This design comes from an exercise in tuning for small area and a short achievable clock period on the open sky130 flow, not from production work.
Where RTL was checked, it was by simulation tests only, not by an equivalence proof against the original.
Power figures rest on the tool's default switching activity, not on a simulated workload.

Setup of run a:
==> flow/design.v (excerpt) <==
module mul32_pipe(clk, rst, in_valid, a, b, out_valid, p);
  input clk, rst, in_valid;
  input [31:0] a, b;
  output out_valid;
  output [63:0] p;
  reg [2:0] vpipe;
  always @(posedge clk)
    if (rst) vpipe <= 3'd0;
    else vpipe <= {vpipe[1:0], in_valid};
  assign out_valid = vpipe[2];
  reg [305:0] rk1;
  reg [136:0] rk2;
  reg [87:0] rk3;
  wire n1 = b[1] & ~b[0];
  wire n2 = b[2] ^ b[1];
  wire n3 = (b[3] & ~b[2] & ~b[1]) | (~b[3] & b[2] & b[1]);
  wire n4 = b[4] ^ b[3];
  wire n5 = (b[5] & ~b[4] & ~b[3]) | (~b[5] & b[4] & b[3]);
  wire n6 = b[6] ^ b[5];
  wire n7 = (b[7] & ~b[6] & ~b[5]) | (~b[7] & b[6] & b[5]);
  wire n8 = b[8] ^ b[7];
  wire n9 = (b[9] & ~b[8] & ~b[7]) | (~b[9] & b[8] & b[7]);
  wire n10 = b[10] ^ b[9];
  wire n11 = (b[11] & ~b[10] & ~b[9]) | (~b[11] & b[10] & b[9]);
  wire n12 = b[12] ^ b[11];
  wire n13 = (b[13] & ~b[12] & ~b[11]) | (~b[13] & b[12] & b[11]);
  wire n14 = b[14] ^ b[13];
  wire n15 = (b[15] & ~b[14] & ~b[13]) | (~b[15] & b[14] & b[13]);
  wire n16 = b[16] ^ b[15];
  wire n17 = (b[17] & ~b[16] & ~b[15]) | (~b[17] & b[16] & b[15]);
  wire n18 = b[18] ^ b[17];
  ...
Size in the first run: ~3,100 cells after synthesis, about 0.034 mm2 of cells after synthesis.
Settings: LEC_CHECK=0, ABC_AREA=1, CAP_MARGIN=20, CORE_MARGIN=2, CORE_UTILIZATION=40, SLEW_MARGIN=20, SYNTH_HIERARCHICAL=1; clock period 2.5 ns.
standard.sh (not shown) runs the stock make flow with config.mk's settings and CLKGATE_MAP_FILE= SYNTH_SCRIPT=/design/flow/synth_recipe.tcl, a recipe that flattens the netlist after the stock synthesis.
==> flow/flow/run.sh <==
#!/bin/bash
# Own layout flow: the standard ORFS flow (standard.sh), unchanged except that the
# port buffers that global placement inserts on every input and output use a plain buffer
# (buf_4) instead of the delay cell buffer_ports picks by default.
set -euo pipefail
export BUFFER_PORTS_ARGS="-buffer_cell sky130_fd_sc_hd__buf_4"
bash standard.sh finish > standard_flow.log 2>&1
Run a: no failed stages, no open violations at the end
Modified inputs, run b compared to run a
Settings: CTS_CLUSTER_SIZE now 20, previously not set; CTS_CLUSTER_DIAMETER now 120, previously not set; PLACE_DENSITY now 0.85, previously not set; CORE_UTILIZATION now 60, was 40.
==> comparison <==
Looking at timing endpoint of the critical path, the rk3[59] result is from run b; the rk3[85] one comes from run a.
Per the comparison of run b with run a, area after synthesis saw little to no change; final area saw a decrease; cell leakage power saw a decrease.
Of run b and run a, the higher fmax belongs to run a.


cedar:
Another version of the RTL of mul32_pipe (not shown whole).
Size in the first run: ~510 flip-flops, about 130 I/O pins.
export LEC_CHECK = 0
export ABC_AREA = 1
export CAP_MARGIN = 20
export CORE_MARGIN = 2
export CORE_UTILIZATION = 40
export SETUP_SLACK_MARGIN = 0.25
export SLEW_MARGIN = 20
export SYNTH_HIERARCHICAL = 1
create_clock -name core_clock -period 2.5 [get_ports {clk}]
Scripts as last shown in full above: flow/flow/run.sh
cedar closes out successfully: all stages finished, all timing, DRC and antenna checks passed.
Inputs modified between cedar and tundra:
Settings: SETUP_SLACK_MARGIN removed (was 0.25).
## What came out
- Run comparison: tundra end point of the critical path rk3[32]$_DFF_P_; cedar end point of the critical path rk3[51]$_DFF_P_
- tundra against cedar: power dissipated in combinational cells went down by about 2%, total non-filler cell area in the finished layout went down by 5.8%.
- Non-clock buffer total of the final layout, tundra vs cedar: down by more than 10%
Input-level comparison between raven and tundra:
Settings: a change of CAP_MARGIN from 20 to 5; a change of SLEW_MARGIN from 20 to 5.
Results
- raven -> tundra: quantity of gates resized following cts delta 0, exact match
- tundra -> raven: delay of the slowest cell on the worst path flat
- Taking tundra as the reference, in raven minimum clock period after layout neither gained nor lost much, global-route usage neither gained nor lost much, fraction of area in registers neither gained nor lost much, maximum frequency neither gained nor lost much.
- Total of plain and repair buffers excluding clock buffers across raven and tundra: no real change.
- Flip-flop and latch count: tundra vs raven — no meaningful difference
--- input diff raven..nickel ---
Settings: GPL_TIMING_DRIVEN: unset -> 0; CAP_MARGIN: 5 -> 20; SLEW_MARGIN: 5 -> 20.
--- outcome ---
What the final checks of nickel revealed, after a flow that finished every stage, was a layout that fails on setup timing.
Of nickel and raven, it is nickel that has the higher total power.
Relative contribution of the clock network to total power delta for nickel relative to raven: 1.4 points lower
Filler cell count, nickel and raven, higher one = nickel.
Diff raven -> nickel | number of vias per cell after detailed routing | increase of about 1.2%
No run of this note included a check of the RTL's function; only the layout flow was run.


mul32_pipe, a different RTL version from the one above (not shown whole).
For scale: ~130 I/O pins, roughly 35000 µm² of cells after synthesis.
export LEC_CHECK = 0
export ABC_AREA = 1
export CAP_MARGIN = 20
export CORE_MARGIN = 2
export CORE_UTILIZATION = 40
export SETUP_SLACK_MARGIN = 0.3
export SLEW_MARGIN = 20
export SYNTH_HIERARCHICAL = 1
create_clock -name core_clock -period 2.5 [get_ports {clk}]
Scripts as last shown in full above: flow/flow/run.sh
Edit:
--- a/flow/config.mk
+++ b/flow/config.mk
@@ -10,4 +10,4 @@
 export CORE_MARGIN = 2
-export CORE_UTILIZATION = 40
-export SETUP_SLACK_MARGIN = 0.3
+export CORE_UTILIZATION = 50
+export PLACE_DENSITY = 0.75
 export SLEW_MARGIN = 20
Outcome: Sequential power barely changes; count of clock-buffer cells in the layout goes up by 5; die area came out lower by about a fifth; synthesized cell count is unchanged; core utilization climbs by 5.7 points; via count increases slightly; clock skew grows by 22 ps.
No functional check of the RTL was part of any run of this note.


run 4:
mul32_pipe, a different RTL version from the one above (not shown whole).
Size: ~3200 cells after synthesis, ~130 I/O pins, about 0.034 mm² of cells after synthesis.
Settings: LEC_CHECK=0, ABC_AREA=1, CAP_MARGIN=20, CORE_MARGIN=2, CORE_UTILIZATION=50, PLACE_DENSITY=0.75, SETUP_SLACK_MARGIN=0.2, SLEW_MARGIN=20, SYNTH_HIERARCHICAL=1; clock period 2.5 ns.
Scripts as last shown in full above: flow/flow/run.sh
Run 4: full flow OK, the timing, DRC and antenna checks passed
The inputs of run 3 differ from those of run 4 as listed below.
Settings: removing PLACE_DENSITY (formerly 0.75); changing CORE_UTILIZATION from 50 to 40; removing SETUP_SLACK_MARGIN (formerly 0.2).
### Flow results
All of run 3 and run 4 finish clean.
Run 3 — area growth from synthesis to final layout 0.83 points lower, run 4 as reference
Against run 4, the final cell area of run 3 is lower.
Diff run 4 -> run 3: number of global-route vias before repair now smaller; largest fanout of any net on the critical path now smaller; minimum clock period now larger.
Per the comparison of run 3 with run 4, share of total power in sequential cells saw an increase, post-layout utilization of the core saw a decrease.
Function was not checked in any run of this note: the RTL went through the layout flow alone.


Setup of lagoon:
RTL: one of the versions met above, not the one the previous note started from.
Size: roughly 3,100 cells after synthesis, about 130 I/O pins, ~34,000 sq um of cells after synthesis.
clock: 2.5 ns
lec_check: 0
abc_area: 1
abc_clock_period_in_ps: 2000
cap_margin: 20
core_margin: 2
core_utilization: 50
cts_cluster_diameter: 120
cts_cluster_size: 20
place_density: 0.75
slew_margin: 20
synth_hierarchical: 1
Scripts as last shown in full above: flow/flow/run.sh
lagoon went all the way through synthesis, placement and routing and the layout is clean on timing, DRC and antenna.
Modified inputs, zinc compared to lagoon
Settings: CTS_CLUSTER_SIZE: 20 -> unset; CTS_CLUSTER_DIAMETER: 120 -> unset; ABC_CLOCK_PERIOD_IN_PS: 2000 -> unset.
[summary]
Cell area (lower): lagoon. Going from lagoon to zinc, met3 wire length rose 6.0%, combined area of the multi-input logic cells now sits at about the same level, highest net fanout along the worst path now sits lower. zinc ends up with a wire length that is 2.5% higher than in lagoon. Sort zinc and lagoon by register-to-register slack asc -> top: zinc. Diff zinc..lagoon | number of pins with negative max-slew slack in the final report | unchanged. Looking at clock-pin slew on the worst setup and hold paths, zinc sits 0.02 ns lower than lagoon does. | worst setup slack | zinc vs lagoon | 0.029 ns lower |.
What pepper does differently from zinc at the input level:
Settings: setting CTS_CLUSTER_DIAMETER to 120 for the first time; setting CTS_CLUSTER_SIZE to 20 for the first time.
Notes after the runs:
Taking zinc as the reference, in pepper utilization has decreased, met1 usage now smaller, final critical-path setup slack increased 0.029 ns, share of total power in combinational logic rose 4.2 points, max capacitance violation total held steady.
> inputs changed (pepper -> onyx)
Settings: CTS_CLUSTER_SIZE changed from 20 to 24; CTS_CLUSTER_DIAMETER changed from 120 to 100.
--- outcome ---
Met3 routing resource usage after global routing essentially unchanged between pepper and onyx. Per the comparison of onyx with pepper, sequential share of layout area neither gained nor lost much, switching part of the total power closely matched the old numbers. Comparing highest attainable clock frequency for pepper and onyx, the bigger number came from pepper. Number of filler cells placed in the layout ends up higher on pepper. The setup slack of onyx is smaller than that of pepper. Compared onyx against pepper; area added between synthesis and finish within noise. onyx — worst-case hold slack 0.0087 ns lower, pepper as reference. Clock distribution power (higher): onyx. Comparing onyx with pepper, the total power consumption of the routed design came out essentially unchanged. As far as design area is concerned, onyx and pepper perform about the same.


== red ==
mul32_pipe again, from the RTL that the note above started with.
==> flow/config.mk <==
export PLATFORM = sky130hd
export DESIGN_NAME = mul32_pipe
export DESIGN_NICKNAME = mul32_pipe
export VERILOG_FILES = /design/flow/design.v
export SDC_FILE = /design/flow/constraint.sdc
export NUM_CORES = 4
export LEC_CHECK = 0
export ABC_AREA = 1
export CAP_MARGIN = 20
export CORE_MARGIN = 2
export CORE_UTILIZATION = 50
export CTS_CLUSTER_DIAMETER = 100
export CTS_CLUSTER_SIZE = 22
export PLACE_DENSITY = 0.75
export SLEW_MARGIN = 20
export SYNTH_HIERARCHICAL = 1
==> flow/constraint.sdc <==
create_clock -name core_clock -period 2.5 [get_ports {clk}]
set_input_delay 0.5000 -clock core_clock [delete_from_list [all_inputs] [get_ports {clk}]]
set_output_delay 0.5000 -clock core_clock [all_outputs]
set_load 0.01 [all_outputs]
Scripts as last shown in full above: flow/flow/run.sh
#### Input delta (green over red)
Settings: swapping 100 for 120 in CTS_CLUSTER_DIAMETER; swapping 22 for 26 in CTS_CLUSTER_SIZE.
Notes after the runs:
- After detailed routing, red needs more wire than green.
- Worst setup slack ended up 0.021 ns higher on green than on red.
- The final layout from green, which completed every stage, passed the timing, DRC and antenna checks at the end of the flow.
- rk3[57]$_DFF_P_ as the capturing element of the worst setup path was reported by red, and rk1[130]$_DFF_P_ by green.
- green vs. red: worst-case vdd ir drop went up; clock-buffer cell count went down by 7.
- Run comparison: red start point of the critical path rk2[111]$_DFF_P_; green start point of the critical path b[27]

re-timing with driven ports:
How much do the figures lean on ideal ports? The routed layouts below were timed once more, with nothing changed but the port constraints. Step 1 (the two cells are an assumption about what drives the block):
set clk [get_ports {clk}]
set_driving_cell -lib_cell sky130_fd_sc_hd__clkbuf_16 $clk
set_driving_cell -lib_cell sky130_fd_sc_hd__buf_2 [delete_from_list [all_inputs] $clk]
Step 2 moves the port delays by t, midway between the first and last clock arrival at a register: inputs arrive t later, outputs are due t later. That takes back most of the time a late clock gives input paths. a / b / c = ideal / step 1 / step 2; a / b = the first two.
| run | t (ns) | setup slack, ns | clock arrival spread, ns | worst slew at a driven data input, ns |
|---|---|---|---|---|
| run a | 0.692 | 0.123 / 0.123 / -0.275 | 0.031 / 0.032 | 0.10 |
| run b | 0.677 | 0.083 / 0.083 / -0.359 | 0.033 / 0.033 | 0.10 |
| cedar | 0.698 | 0.062 / 0.062 / -0.351 | 0.030 / 0.030 | 0.16 |
| tundra | 0.687 | 0.031 / 0.031 / -0.390 | 0.033 / 0.032 | 0.17 |
| raven | 0.687 | 0.031 / 0.031 / -0.390 | 0.033 / 0.032 | 0.17 |
| nickel | 0.678 | -0.111 / -0.111 / -0.723 | 0.023 / 0.023 | 0.05 |
| the first run of note 3 | 0.686 | 0.035 / 0.035 / -0.344 | 0.033 / 0.033 | 0.09 |
| the second run of note 3 | 0.669 | 0.083 / 0.083 / -0.240 | 0.042 / 0.042 | 0.08 |
| run 4 | 0.685 | 0.164 / 0.164 / -0.419 | 0.030 / 0.029 | 0.09 |
| run 3 | 0.690 | 0.143 / 0.143 / -0.407 | 0.036 / 0.036 | 0.12 |
| lagoon | 0.677 | 0.144 / 0.127 / -0.491 | 0.030 / 0.030 | 0.09 |
| zinc | 0.674 | 0.115 / 0.115 / -0.504 | 0.027 / 0.027 | 0.10 |
| pepper | 0.677 | 0.144 / 0.127 / -0.491 | 0.030 / 0.030 | 0.09 |
| onyx | 0.675 | 0.090 / 0.090 / -0.532 | 0.033 / 0.033 | 0.09 |
| red | 0.677 | 0.101 / 0.101 / -0.525 | 0.016 / 0.017 | 0.09 |
| green | 0.671 | 0.121 / 0.146 / -0.506 | 0.038 / 0.038 | 0.10 |
With both steps, setup timing fails in 15 of these runs, where it was met with ideal ports.
